What follows belongs to an exercise in optimizing a design on an open flow for small area; a production flow would make more cautious choices.
Function was checked by simulation only, so behaviour that the tests miss may differ from the original.
In every run shown here, the design's own scripts or RTL, not TritonCTS, make the clock network.
No driver is modelled on the clock port, so clock power and skew are understated where the tree is cut down; a real chip needs a root buffer or a tree.
Power figures rest on the tool's default switching activity, not on a simulated workload.

==> design/flow/design.v <==
module BCD (input [3:0] BINARY,
				output [6:0] SEGMENTS);
wire [3:0] d = BINARY;
assign SEGMENTS[0] = (d[2] & ~d[1] & ~d[0]) | (~d[3] & ~d[2] & ~d[1] & d[0]);
assign SEGMENTS[1] = (d[2] & ~d[1] & d[0]) | (d[2] & d[1] & ~d[0]);
assign SEGMENTS[2] = (~d[2] & d[1] & ~d[0]);
assign SEGMENTS[3] = (d[2] & ~d[1] & ~d[0]) | (~d[3] & ~d[2] & ~d[1] & d[0]) | (~d[3] & d[2] & d[1] & d[0]);
assign SEGMENTS[4] = (d[0]) | (d[2] & ~d[1]);
assign SEGMENTS[5] = (~d[2] & d[1]) | (~d[3] & ~d[2] & d[0]) | (~d[3] & d[1] & d[0]);
assign SEGMENTS[6] = (~d[3] & ~d[2] & ~d[1]) | (~d[3] & d[2] & d[1] & d[0]);
endmodule
module Digit_Converter (input [3:0] Tens,				 
								input [3:0] Units,			 
								output [13:0] Distance);		 
BCD DUT1(.BINARY(Tens),
			.SEGMENTS(Distance[13:7]));
BCD DUT2(.BINARY(Units),
			.SEGMENTS(Distance[6:0]));
endmodule
module CLK_Divider (input CLK,				 
						  input RST,				 
						  input Cycle_Odd,		 
						  output T_Tick);			 
reg [2:0] Counter;		 
assign T_Tick = Counter[2] && !Cycle_Odd;
always@(posedge CLK)
	if(!RST)
		Counter <= 0;
	else
		if(Counter[2])
			Counter <= 0;
		else
			Counter <= Counter + 1;
endmodule
module Sensor_Controller (input CLK,							 
								  input EN,								 
								  input RST,							 
								  input Echo,							 
								  output reg Trigger,				 
								  output reg [3:0] Tens,			 
								  output reg [3:0] Units);		 
reg [4:0] R;
reg [3:0] E;
reg [4:0] T;			 
reg [3:0] U;			 
wire [3:0] U_Inc = {(U[3]) | (U[2] & U[1] & U[0]), (U[2] & ~U[0]) | (U[2] & ~U[1]) | (~U[2] & U[1] & U[0]), (~U[1] & U[0]) | (U[1] & ~U[0]), (~U[0])};	 
wire U_Nine  = (U[3] & U[0]);
wire U_Five  = U[2] & U[0];				 
wire Q_Inc   = R[4] & R[3];								 
wire Q_Wrap  = T[4] & T[3] & T[0] & U_Five;				 
wire E_Last  = ~R[2] & ~R[1] & ~R[0];					 
wire C_Last  = E[3] & E[2] & E[0] & T[3] & U[3] & ~R[3] & R[2] & R[1] & ~R[0];
wire Far_Now = T[4] | (T[3] & (T[2] | T[1]));			 
wire Clr = !RST | (EN & C_Last);
always@(posedge CLK)
	if(Clr)
		begin
			R <= 0; E <= 0; T <= 0; U <= 0;
		end
	else if(EN)
		begin
			R <= Q_Inc ? {2'b00, R[2:0]} : R + 5'd5;
			if(Q_Inc)
				begin
					if(Q_Wrap)
						begin
							T <= 0; U <= 0;
							if(E_Last)
								E <= E + 1;
						end
					else if(U_Nine)
						begin
							U <= 0;
							T <= T + 1;
						end
					else
						U <= U_Inc;
				end
		end
always@(posedge CLK)
	if(!RST)
		begin
			Trigger <= 0;
			Tens <= 0; Units <= 0;
		end
	else if(EN)
		begin
			Trigger <= C_Last;
			if(Echo)
				begin
					Tens <= T[3:0] | {4{Far_Now}};
					Units <= U | {4{Far_Now}};
				end
		end
endmodule
module Sound_Generator (input CLK,					 
								input RST,					 
								input Far,					 
								output Sound_Data,		 
								output XCLK,				 
								output BCLK,				 
								output DACLRCK,			 
								output Cycle_Odd);		 
reg [12:0] Counter;
always@(posedge CLK)
	if(!RST)
		Counter <= 0;
	else
		Counter <= Counter + 1;
assign Sound_Data = Far ? 1'b0 : Counter[12];
assign XCLK = Counter[1];
assign BCLK = Counter[3];
assign DACLRCK = Counter[8];
assign Cycle_Odd = Counter[0];
endmodule
module CodecConfigurator
(
	input CLK,
	input RST,				 
	input inTick,
	output sdaLow,
	output sclLow
);
	reg [6:0] pos;			 
	reg [2:0] write;		 
	wire [4:0] slot = pos[6:2];
	wire [1:0] phase = pos[1:0];
	wire gapEnd = slot[4] & slot[3] & slot[2] & phase[0];		 
	wire done = write[2] & write[1] & gapEnd;
	always @(posedge CLK)
		if (!RST)
		begin
			pos <= 7'd110;
			write <= 3'd0;
		end
		else if (inTick && !done)
		begin
			pos <= gapEnd ? 7'd0 : pos + 1'b1;
			if (gapEnd) write <= write + 1'b1;
		end
	wire romLow = (~slot[4] & ~slot[3] & ~slot[2] & ~slot[1]) | (~write[2] & slot[4] & ~slot[3] & ~slot[0]) | (~slot[4] & slot[3] & ~slot[2] & slot[1]) | (~slot[4] & ~slot[3] & slot[2] & ~slot[0]) | (~slot[4] & ~slot[2] & ~slot[1] & slot[0]) | (slot[4] & ~slot[3] & ~slot[2] & ~slot[0]) | (~write[1] & write[0] & slot[2] & ~slot[0]) | (~write[2] & write[1] & slot[4] & slot[2]) | (write[2] & write[1] & slot[2] & ~slot[0]) | (~write[1] & slot[3] & slot[1] & slot[0]) | (~write[1] & slot[4] & ~slot[2] & slot[1] & slot[0]) | (~write[0] & slot[3] & slot[2] & ~slot[1] & ~slot[0]) | (~write[2] & write[0] & slot[4] & ~slot[1] & ~slot[0]) | (~write[2] & slot[4] & slot[2] & ~slot[1]) | (write[2] & write[0] & slot[3] & slot[2]) | (write[0] & slot[2] & slot[1] & ~slot[0]) | (write[2] & write[1] & slot[3] & slot[2] & ~slot[1]) | (~write[2] & ~write[1] & slot[4] & slot[3] & slot[0]) | (~write[1] & ~write[0] & slot[4] & slot[1] & slot[0]) | (write[1] & write[0] & slot[4] & ~slot[3] & slot[1]) | (~write[2] & ~write[0] & slot[4] & slot[3] & slot[0]) | (write[2] & slot[4] & ~slot[3] & ~slot[2] & slot[1]) | (write[1] & write[0] & slot[3] & slot[2] & ~slot[1] & slot[0]) | (~write[1] & ~write[0] & slot[4] & slot[3] & ~slot[1] & ~slot[0]);
	wire inGap = slot[4] & slot[3] & (slot[2] | (slot[1] & slot[0]));	 
	assign sdaLow = inGap ? (~slot[0] | ~phase[1]) : romLow;
	assign sclLow = inGap ? ((slot[0] ^ phase[0]) & ~phase[1]) : ~(phase[0] ^ phase[1]);
endmodule
module Security_Top (input CLK,						 
							input RST,						 
							output XCLK,					 
							output BCLK,					 
							output DACLRCK,				 
							input Echo_Sig,				 
							output Trigger_Sig,			 
							output [13:0] Distance,		 
							output Sound_Data,			 
							output I2C_Data_Low,			 
							output I2C_Clock_Low);		 
wire T_Tick;					 
wire Cycle_Odd;				 
wire Far;						 
wire [3:0] Tens, Units;		 
Sound_Generator DUT5(.CLK(CLK),
							.RST(RST),
							.Far(Far),
							.Sound_Data(Sound_Data),
							.XCLK(XCLK),
							.BCLK(BCLK),
							.DACLRCK(DACLRCK),
							.Cycle_Odd(Cycle_Odd));
CLK_Divider DUT1(.CLK(CLK),
					  .RST(RST),
					  .Cycle_Odd(Cycle_Odd),
					  .T_Tick(T_Tick));
Sensor_Controller DUT2(.CLK(CLK),
							  .EN(T_Tick),
							  .RST(RST),
							  .Trigger(Trigger_Sig),
							  .Echo(Echo_Sig),
							  .Tens(Tens),
							  .Units(Units));
assign Far = Tens[3] & Tens[2];
Digit_Converter DUT3(.Tens(Tens),
							.Units(Units),
							.Distance(Distance));
CodecConfigurator DUT6(.CLK(CLK),
							  .RST(RST),
							  .inTick(T_Tick & ~Far),
							  .sdaLow(I2C_Data_Low),
							  .sclLow(I2C_Clock_Low));
endmodule
==> design/flow/flow/run.sh <==
#!/bin/bash
# Own layout flow: the standard synthesis, then the combinational logic
# between the registers is mapped again by ABC for area (the registers, their
# names and cell types stay as the standard synthesis made them), then
# the standard layout steps from floorplan to finish.
set -euo pipefail
W=$PWD
R=$W/orfs/results/$FLOW_PLATFORM/Security_Top/base
YOSYS=yosys
if [[ -x $FLOW_HOME/../tools/install/yosys/bin/yosys ]]; then YOSYS=$FLOW_HOME/../tools/install/yosys/bin/yosys; fi
LIB=$FLOW_HOME/platforms/$FLOW_PLATFORM/lib/sky130_fd_sc_hd__tt_025C_1v80.lib

MAKE_VARS=(
  "BUFFER_PORTS_ARGS=-buffer_cell sky130_fd_sc_hd__buf_1"
  "PRE_CTS_TCL=$W/flow/manual_cts.tcl"
  "MANUAL_CTS_NET=CLK"
  "MANUAL_CTS_BUF=sky130_fd_sc_hd__clkbuf_8"
  "MANUAL_CTS_N=3"
)

# 1. standard synthesis (netlist only)
bash standard.sh "$R/1_2_yosys.v" > "$W/1_standard_synth.log" 2>&1
cp "$R/1_2_yosys.v" "$W/standard_netlist.v"

# 2. area re-mapping of the combinational logic: several ABC runs (two
#    mappers, eight seeds), keeping the smallest result
best=""
best_area=""
for batch in "1 2" "3 4" "5 6" "7 8"; do
  for seed in $batch; do
    for mapper in amap nf; do
      tag=${mapper}_$seed
      sed -e "s|@SEED@|$seed|g" "$W/flow/area_$mapper.abc" > "$W/area_$tag.abc"
      sed -e "s|@LIB@|$LIB|g" -e "s|@IN@|$W/standard_netlist.v|g" -e "s|@OUT@|$W/remapped_$tag.v|g" \
          -e "s|@SCRIPT@|$W/area_$tag.abc|g" -e "s|@TOP@|$FLOW_TOP|g" "$W/flow/remap.ys" > "$W/remap_$tag.ys"
      "$YOSYS" -s "$W/remap_$tag.ys" > "$W/2_remap_$tag.log" 2>&1 &
    done
  done
  wait
done
for log in "$W"/2_remap_*.log; do
  tag=${log##*/2_remap_}
  tag=${tag%.log}
  area=$(grep "Chip area for module" "$log" | tail -1 | awk '{print $NF}')
  [[ -n $area && -s $W/remapped_$tag.v ]] || continue
  if [[ -z $best_area ]] || awk -v a="$area" -v b="$best_area" 'BEGIN { exit !(a < b) }'; then
    best=$tag
    best_area=$area
  fi
done
echo "remap: kept $best, area $best_area" > "$W/2_remap_choice.log"
cp "$W/remapped_$best.v" "$R/1_2_yosys.v"
touch "$R/1_2_yosys.v"

# 3. standard layout from the remapped netlist
bash standard.sh "${MAKE_VARS[@]}" finish > "$W/3_layout.log" 2>&1
==> design/flow/flow/area_amap.abc <==
strash
&get -n
&deepsyn -T 20 -S @SEED@
&put
dch -f
amap
topo
==> design/flow/flow/area_nf.abc <==
strash
&get -n
&deepsyn -T 20 -S @SEED@
&put
&get -n
&dch -f
&nf -R 1000
&put
topo
==> design/flow/flow/manual_cts.tcl <==
set block [ord::get_db_block]
set db [ord::get_db]
set clk_net [$block findNet $::env(MANUAL_CTS_NET)]
set master [$db findMaster $::env(MANUAL_CTS_BUF)]
set k $::env(MANUAL_CTS_N)

set sinks {}
foreach it [$clk_net getITerms] {
  set loc [[$it getInst] getLocation]
  lappend sinks [list $it [lindex $loc 0] [lindex $loc 1]]
}
set n [llength $sinks]
# initial centres: sinks spread along the sorted x order
set sorted [lsort -integer -index 1 $sinks]
set cx {}
set cy {}
for {set c 0} {$c < $k} {incr c} {
  set s [lindex $sorted [expr {int(($c + 0.5) * $n / $k)}]]
  lappend cx [lindex $s 1]
  lappend cy [lindex $s 2]
}
# balanced k-means: each cluster takes at most ceil(n / k) sinks, the
# sinks with the strongest preference choosing first
set cap [expr {($n + $k - 1) / $k}]
for {set iter 0} {$iter < 50} {incr iter} {
  set order {}
  set si 0
  foreach s $sinks {
    set ds {}
    for {set c 0} {$c < $k} {incr c} {
      lappend ds [expr {abs([lindex $s 1] - [lindex $cx $c]) + abs([lindex $s 2] - [lindex $cy $c])}]
    }
    set sd [lsort -integer $ds]
    lappend order [list $si [expr {[lindex $sd 1] - [lindex $sd 0]}] $ds]
    incr si
  }
  set order [lsort -integer -decreasing -index 1 $order]
  set assign [lrepeat $n 0]
  set cnt [lrepeat $k 0]
  foreach o $order {
    set si [lindex $o 0]
    set ds [lindex $o 2]
    set best -1
    set bd -1
    for {set c 0} {$c < $k} {incr c} {
      if {[lindex $cnt $c] >= $cap} { continue }
      set d [lindex $ds $c]
      if {$bd < 0 || $d < $bd} { set bd $d; set best $c }
    }
    lset assign $si $best
    lset cnt $best [expr {[lindex $cnt $best] + 1}]
  }
  set sumx [lrepeat $k 0]
  set sumy [lrepeat $k 0]
  foreach s $sinks c $assign {
    lset sumx $c [expr {[lindex $sumx $c] + [lindex $s 1]}]
    lset sumy $c [expr {[lindex $sumy $c] + [lindex $s 2]}]
  }
  for {set c 0} {$c < $k} {incr c} {
    if {[lindex $cnt $c] > 0} {
      lset cx $c [expr {[lindex $sumx $c] / [lindex $cnt $c]}]
      lset cy $c [expr {[lindex $sumy $c] / [lindex $cnt $c]}]
    }
  }
}
set nets {}
for {set c 0} {$c < $k} {incr c} {
  set buf [odb::dbInst_create $block $master clkbuf_0_$c]
  set net [odb::dbNet_create $block clknet_0_$c]
  $net setSigType CLOCK
  [$buf findITerm X] connect $net
  $buf setLocation [lindex $cx $c] [lindex $cy $c]
  $buf setPlacementStatus PLACED
  lappend nets $net
  lappend bufs $buf
}
foreach s $sinks c $assign {
  set it [lindex $s 0]
  $it disconnect
  $it connect [lindex $nets $c]
}
foreach buf $bufs {
  [$buf findITerm A] connect $clk_net
}
global_connect
puts "manual CTS: $n clock sinks on $k [$master getName], cluster sizes $cnt"
proc clock_tree_synthesis { args } {
  set_propagated_clock [all_clocks]
}
==> design/flow/flow/remap.ys <==
# Re-map the combinational cells of the standard netlist for area.
read_liberty -ignore_miss_func @LIB@
read_verilog @IN@
# registers and tie cells stay as they are
blackbox sky130_fd_sc_hd__dfxtp_1 sky130_fd_sc_hd__dfxtp_2 sky130_fd_sc_hd__dfxtp_4 sky130_fd_sc_hd__dfrtp_1 sky130_fd_sc_hd__dfstp_1 sky130_fd_sc_hd__edfxtp_1 sky130_fd_sc_hd__dfxbp_1 sky130_fd_sc_hd__dfrbp_1 sky130_fd_sc_hd__dfsbp_1 sky130_fd_sc_hd__conb_1
hierarchy -top @TOP@
flatten
opt_clean -purge
abc -liberty @LIB@ -script @SCRIPT@ -dont_use sky130_fd_sc_hd__lpflow* -dont_use sky130_fd_sc_hd__probe*
opt_clean -purge
hilomap -singleton -hicell sky130_fd_sc_hd__conb_1 HI -locell sky130_fd_sc_hd__conb_1 LO
splitnets
opt_clean -purge
insbuf -buf sky130_fd_sc_hd__buf_4 A X
opt_clean -purge
stat -liberty @LIB@
select @TOP@
write_verilog -noattr -noexpr -nohex -nodec -selected @OUT@
==> design/flow/standard.sh <==
#!/bin/bash
# synth_recipe.tcl (not shown) runs the flow's synth.tcl, then flattens the netlist and writes it again
# the make line also repeats each setting of config.mk as NAME=value (left out here)
make -C /OpenROAD-flow-scripts/flow DESIGN_CONFIG=/design/flow/config.mk WORK_HOME=/design/flow/orfs CLKGATE_MAP_FILE= SYNTH_SCRIPT=/design/flow/synth_recipe.tcl "${@:-finish}"
==> design/flow/config.mk <==
export PLATFORM = sky130hd
export DESIGN_NAME = Security_Top
export DESIGN_NICKNAME = Security_Top
export VERILOG_FILES = /design/flow/design.v
export SDC_FILE = /design/flow/constraint.sdc
export NUM_CORES = 4
export LEC_CHECK = 0
export CAP_MARGIN = 20
export CORE_MARGIN = 2
export CORE_UTILIZATION = 40
export SLEW_MARGIN = 20
==> design/flow/constraint.sdc <==
create_clock -name core_clock -period 30.0 [get_ports {CLK}]
set_input_delay 6.0000 -clock core_clock [delete_from_list [all_inputs] [get_ports {CLK}]]
set_output_delay 6.0000 -clock core_clock [all_outputs]
set_load 0.01 [all_outputs]
==> results of run 1 <==
-- through the flow --
| stage | setup WS [ns] | hold slack [ns] | cells | util | power (mW) |
|---|---|---|---|---|---|
| after global routing | 21.64 | 0.464 | 366 | 0.451 | 0.112 |
| after detailed placement | 22.09 | 0.431 | 363 | 0.443 | 0.0812 |
| after floorplan | 22.40 | 0.414 | 267 | - | 0.0789 |
| after CTS | 21.89 | 0.448 | 366 | 0.451 | 0.108 |
| after global placement | 22.21 | 0.429 | 363 | 0.443 | 0.0812 |
| final | 21.88 | 0.444 | 366 | 0.451 | 0.106 |
-- power breakdown --
part	switching (mW)	total, mW	leakage, nW	internal (mW)
Clock	0.0175	0.0269	0.0216	0.00932
Combinational	0.00303	0.00515	0.491	0.00212
Sequential	0.00213	0.0743	0.429	0.0722
-- critical path, cell delays in order (launching register included) --
cell	delay [ns]
dfxtp_1	0.47
clkinv_1	0.16
o311ai_0	0.51
a311oi_1	0.16
a2111oi_0	0.45
a21oi_1	0.07
buf_1	0.14
-- sequential cells by signal, summed over array words and instances, names as in the netlist --
| signal | count |
|---|---|
| DUT6.pos | 7 |
| DUT5.Counter | 13 |
| DUT2.U | 4 |
| DUT2.R | 5 |
| DUT2.Trigger | 1 |
| DUT2.E | 4 |
| DUT2.Units | 4 |
| DUT2.Tens | 4 |
| DUT2.T | 5 |
| DUT6.write | 3 |
| DUT1.Counter | 3 |
-- placed cells by master, fill, tap and decap left out, types with 2 or more instances in the layout --
cell       n
a21boi_0   2
a21o_1     2
a21oi_1   32
a311oi_1   2
and2_0    10
and3_1    11
buf_1     23
clkbuf_8   3
clkinv_1   8
dfxtp_1   53
nand2_1   20
nand2b_1   5
nand3_1    7
nor2_1    36
nor2b_1    4
nor3_1     6
nor3b_1    7
nor4_1     2
o21a_1     3
o21ai_0   29
o221a_1    7
or2_0      2
xnor2_1    2
xor2_1     3
-- area by class of cell --
class / instances / area share
repair buffers: 24 / 0.0381
multi-input cells: 206 / 0.466
well taps: 72 / 0.0365
flip-flops and latches: 53 / 0.430
plain buffers: 3 / 0.0167
inverters: 8 / 0.0122
-- path summary, 6_finish.rpt --
| path | startpoint | end | slack (ns) | depth (start not counted) |
|---|---|---|---|---|
| worst max register to register | DUT5.Counter[0] | DUT2.E[3] | 27.71 | 9 |
| worst min-delay path | DUT1.Counter[0] | DUT1.Counter[0] | 0.44 | 1 |
| worst max-delay path | DUT6.write[1] | I2C_Data_Low | 21.88 | 6 |
| worst min register to register | DUT1.Counter[0] | DUT1.Counter[0] | 0.44 | 1 |
-- routing by layer --
layer  up-vias  track usage
met3         4      0.00909
li1       1027            -
met1       854        0.188
met4         0       0.0155
met2        21        0.236
met5         -            0
==> results.txt, run 1 <==
* Routed met3 length at slightly below 100 um
* Leakage at ~0.94 nW
* Die Y at 78.9 um
* Relative slew slack at 0.658
* Clock latency (worst-skew pair) at roughly 0.16 ns
* Initial Util at 0.409
* # diodes at 0
* Layout Nets at 299
* Crit end category: output pin
* Status: no timing/DRC/antenna violations
* GRT Resource Usage Total at 0.135
* Ys Warns at 4
* Slew of the pin with the lowest slew margin at 0.506 ns
* Post-CTS Repair Setup Buffers at 0
* Fmax at approximately 120 MHz
* WL final at 4190 um
* Core Footprint at between 5000 and 6000 sq um
* Final Hold Viols at 0
* Worst IR drop on VDD at between 0.00002 and 0.000025 V
* Final cycle utilization of the critical path at 0.271
* Hold buffers post-CTS at 0
* M1 wire length at 2220 um
* Grt total ovfl at 0
* Drt first pass iters at 4
* Arrival @ worst endpoint at 2.12 ns
* Cells after Synth at about 270
* Die width at 78.9 um
* Final Slew Violations at 0
* Design area at between 2000 and 2500 sq um
* Vias at roughly 1,900
* Post-CTS resize count at 0
* Detail Route Antenna Nets at 0
* Core Rows at 27
* Power per cell area at ~43 nW/um^2
* DR iter-0 viols at 81
* Top routing layer used: met4
* Placer congestion estimate at 0.813
* # setup viols final at 0
* HP Class: flip-flop to flip-flop
* Share of cells above drive strength 1 at 0.0136
* Critical Path RT at between 20 and 25 ns
* Vias in the first global route at about 1,700
* Met2 routed WL at about 1800 um
* Avg Cell Area, Syn at around 8.4 sq um
* IO Pins at 24
* Reg clk slew, reported paths at approximately 0.10 ns
* Initial antenna violation count at 0
* First-pass GRT wire length at approximately 7300 um
* Multi-input gate area at 1150 sq um
* Wire length per cell at roughly 11 um
* Residual DRC count at 0
* Startpoint types: flip-flop
* Worst Skew at 0.00192 ns
* Placed cell areas at 2420 sq um
* DPL Wire Length at between 3000 and 4000 um
* Setup TNS at 0 ns
* Critical path type: flip-flop to output pin
* Crit-path max FO at 7
* Fin crit period at roughly 8 ns
* Register Area at around 1100 sq um
* Fillers at between 500 and 600
* I/O Buffers at 23
* Post-Syn Nets at 270
* Largest net degree at the start of global routing at 34
* Max-cap viol count at 0
* Die area at 6220 sq um
* Area grow syn2layout at 10.1%
* RSZ-0062 raised after global routing: no
* Cell Area, Synth at between 2000 and 2500 sq um
* Via density at approximately 5.2
==> inputs of run 2 (changes only) <==
--- a/design/flow/flow/run.sh
+++ b/design/flow/flow/run.sh
@@ -16,5 +16,5 @@
   "MANUAL_CTS_NET=CLK"
   "MANUAL_CTS_BUF=sky130_fd_sc_hd__clkbuf_8"
-  "MANUAL_CTS_N=3"
+  "MANUAL_CTS_N=4"
 )
 
==> results.txt, run 2 <==
* Status: no timing/DRC/antenna violations
* Worst IR drop on VDD at 0.0000185 V (-21%)
* Critical Path Slowest Stage Cell: o311ai_0
* I/O Buffers at 23 (unchanged)
* # diodes at 0 (unchanged)
* WHS at 0.440 ns (-0.00343 ns)
* Design area at 2480 sq um (+0.56%)
* DR iter-0 viols at 56 (-31%)
* Critical Path RT at 24.00 ns (about the same)
* IO Pins at 24 (unchanged)
* Die width at 78.9 um (unchanged)
* Total power draw at 0.109 mW (+2.4%)
* Core Footprint at 5470 sq um (unchanged)
* DPL Wire Length at 3020 um (unchanged)
* Initial antenna violation count at 0 (unchanged)
* Via density at 5.26 (+1.1%)
* Share of cells above drive strength 1 at 0.0169 (+0.00334)
* Die Y at 78.9 um (unchanged)
* Placer congestion estimate at 0.813 (unchanged)
* Drt first pass iters at 4 (unchanged)
* Relative slew slack at 0.663 (+0.00443)
* Most frequent cells in the layout: dfxtp_1 (53), nor2_1 (36), a21oi_1 (32), o21ai_0 (29), buf_1 (23)
* Vias at 1,932 (+1.4%)
* Cell Area, Synth at 2240 sq um (unchanged)
* Reg clk slew, reported paths at 0.08 ns (-0.02 ns)
* Largest net degree at the start of global routing at 34 (unchanged)
* Fin crit period at 8.08 ns (-0.0361 ns)
* # setup viols final at 0 (unchanged)
* Cells after Synth at 267 (unchanged)
* HP Start: DUT1.Counter[0]
* Arrival @ worst endpoint at 2.08 ns (-0.04 ns)
* Final cycle utilization of the critical path at 0.269 (-0.00120)
* Fmax at 124 MHz (+0.45%)
* HP Class: flip-flop to flip-flop
* R2r worst-path depth at 9 (unchanged)
* Kind of cell adding the most delay to the critical path: compound AO/OA/AOI/OAI gates
* Post-CTS Repair Setup Buffers at 0 (unchanged)
* Worst Skew at 0.00860 ns (+0.00668 ns)
* R2R Path End: DUT2.E[3]
* Critical path type: flip-flop to output pin
* Initial Util at 0.409 (unchanged)
* WL final at 4210 um (+0.57%)
* Avg Cell Area, Syn at 8.39 sq um (unchanged)
* Clock latency (worst-skew pair) at 0.14 ns (-0.02 ns)
* Residual DRC count at 0 (unchanged)
* GRT Resource Usage Total at 0.134 (-0.000241)
* Slew of the pin with the lowest slew margin at 0.500 ns (-0.00657 ns)
* Placed cell count at 363 (unchanged)
* Startpoint types: flip-flop
* Leakage at 0.949 nW (+0.76%)
* Hold Crit Depth at 1 (unchanged)
* Largest Register: DUT5.Counter
* Placed cell areas at 2420 sq um (unchanged)
* Crit end category: output pin
* Vias in the first global route at 1,714 (+0.65%)
* Wire length per cell at 11.5 um (+0.30%)
* Multi-input gate area at 1150 sq um (unchanged)
* Setup TNS at 0 ns (unchanged)
* Die area at 6220 sq um (unchanged)
* Core Rows at 27 (unchanged)
* Critical path cell sequence: clkinv_1 -> o311ai_0 -> a22oi_1 -> a311oi_1 -> a2111oi_0 -> a21oi_1 -> buf_1
* Max reg flops at 13 (unchanged)
* Hold buffers post-CTS at 0 (unchanged)
* RSZ-0062 raised after global routing: no
* R2R setup slack at 27.67 ns (-0.04 ns)
* Hold worst-path end: DUT1.Counter[0]
* Post-Syn Nets at 270 (unchanged)
* Power per cell area at 43.9 nW/um^2 (+1.8%)
* Area grow syn2layout at 10.7%
* CP Buf/Inv Count at 2 (unchanged)
* Register Area at 1060 sq um (unchanged)
* Max-cap viol count at 0 (unchanged)
* Fillers at 566 (-0.53%)
* Grt total ovfl at 0 (unchanged)
* Final Hold Viols at 0 (unchanged)
* Ys Warns at 4 (unchanged)
* Detail Route Antenna Nets at 0 (unchanged)
* Reg2Reg Launch Point: DUT5.Counter[0]
* Largest stage delay, worst path at 0.50 ns (about the same)
* Largest regs: DUT5.Counter: 13 flops, DUT6.pos: 7 flops
* Non-filler cells, final at 367 (+0.27%)
* Final Slew Violations at 0 (unchanged)
* Crit-path max FO at 7 (unchanged)
* Most common cell after layout, fill and taps aside: dfxtp_1
* Post-CTS resize count at 0 (unchanged)
* Layout Nets at 300 (+0.33%)
* First-pass GRT wire length at 7330 um (+0.47%)
[run 2: worst max path at each step]
stage                  startpoint      endpoint  slack, ns  depth (start not counted)
floorplan           DUT6.write[1]  I2C_Data_Low      22.40                          6
global route        DUT6.write[1]  I2C_Data_Low      21.67                          6
CTS                 DUT6.write[1]  I2C_Data_Low      21.91                          7
global placement    DUT6.write[1]  I2C_Data_Low      22.21                          7
finish              DUT6.write[1]  I2C_Data_Low      21.92                          7
detailed placement  DUT6.write[1]  I2C_Data_Low      22.09                          7
[run 2: worst register-to-register path: cells and delay by family, from the launching register on]
family	cells	cell delay, ns
xor gates and xnor gates	1	0.12
DFF	1	0.36
and+or+nand+nor	8	1.73
[run 2: cell type report]
type                       instances  area share
sequential                        53       0.428
buffer                             4      0.0222
timing repair buffer              24      0.0378
tap                               72      0.0363
inverter                           8      0.0121
multi-input combinational        206       0.464
[run 2: stage by stage]
| step | setup slack, ns | utilization |
|---|---|---|
| floorplan | 22.40 | - |
| global placement | 22.21 | 0.443 |
| detailed placement | 22.09 | 0.443 |
| CTS | 21.91 | 0.453 |
| global route | 21.67 | 0.453 |
| finish | 21.92 | 0.453 |
[run 2: layer usage]
layer | global-route usage | vias to the layer above | part of all wire
met5 | 0 | - | 0
met4 | 0.0138 | 0 | 0.014
met3 | 0.0125 | 5 | 0.033
met2 | 0.239 | 28 | 0.43
met1 | 0.183 | 868 | 0.52
li1 | - | 1031 | -
[run 2: power by group]
group,leakage [nW],switching [mW],internal [mW]
clock,0.0288,0.0172,0.0123
combinational,0.491,0.00305,0.00212
sequential,0.429,0.00209,0.0721
total,0.949,0.0224,0.0865

-- re-timing with driven ports --
The flow's constraints put no driver on any port. The routed layouts listed below were extracted and timed again, unchanged, in two steps.
Step 1: set_driving_cell puts a clkbuf_16 on CLK and a buf_2 on each other input, an assumption about the parent block.
Step 2 adds t to the input delays and takes it off the output delays; t is the mean of the earliest and latest rising clock arrival at the registers after step 1. Input paths then give back, and output paths get back, about the clock's delay inside the block.
Three values: ideal, step 1, step 2; two values: the first two.
run	t, ns	setup slack, ns	clock arrival spread, ns	cell pins on the clock port's net
run 1	0.205	21.880 / 21.834 / 22.040	0.003 / 0.003	3
run 2	0.195	21.916 / 21.862 / 22.057	0.010 / 0.009	4
After both steps setup and hold are still met in every run listed.
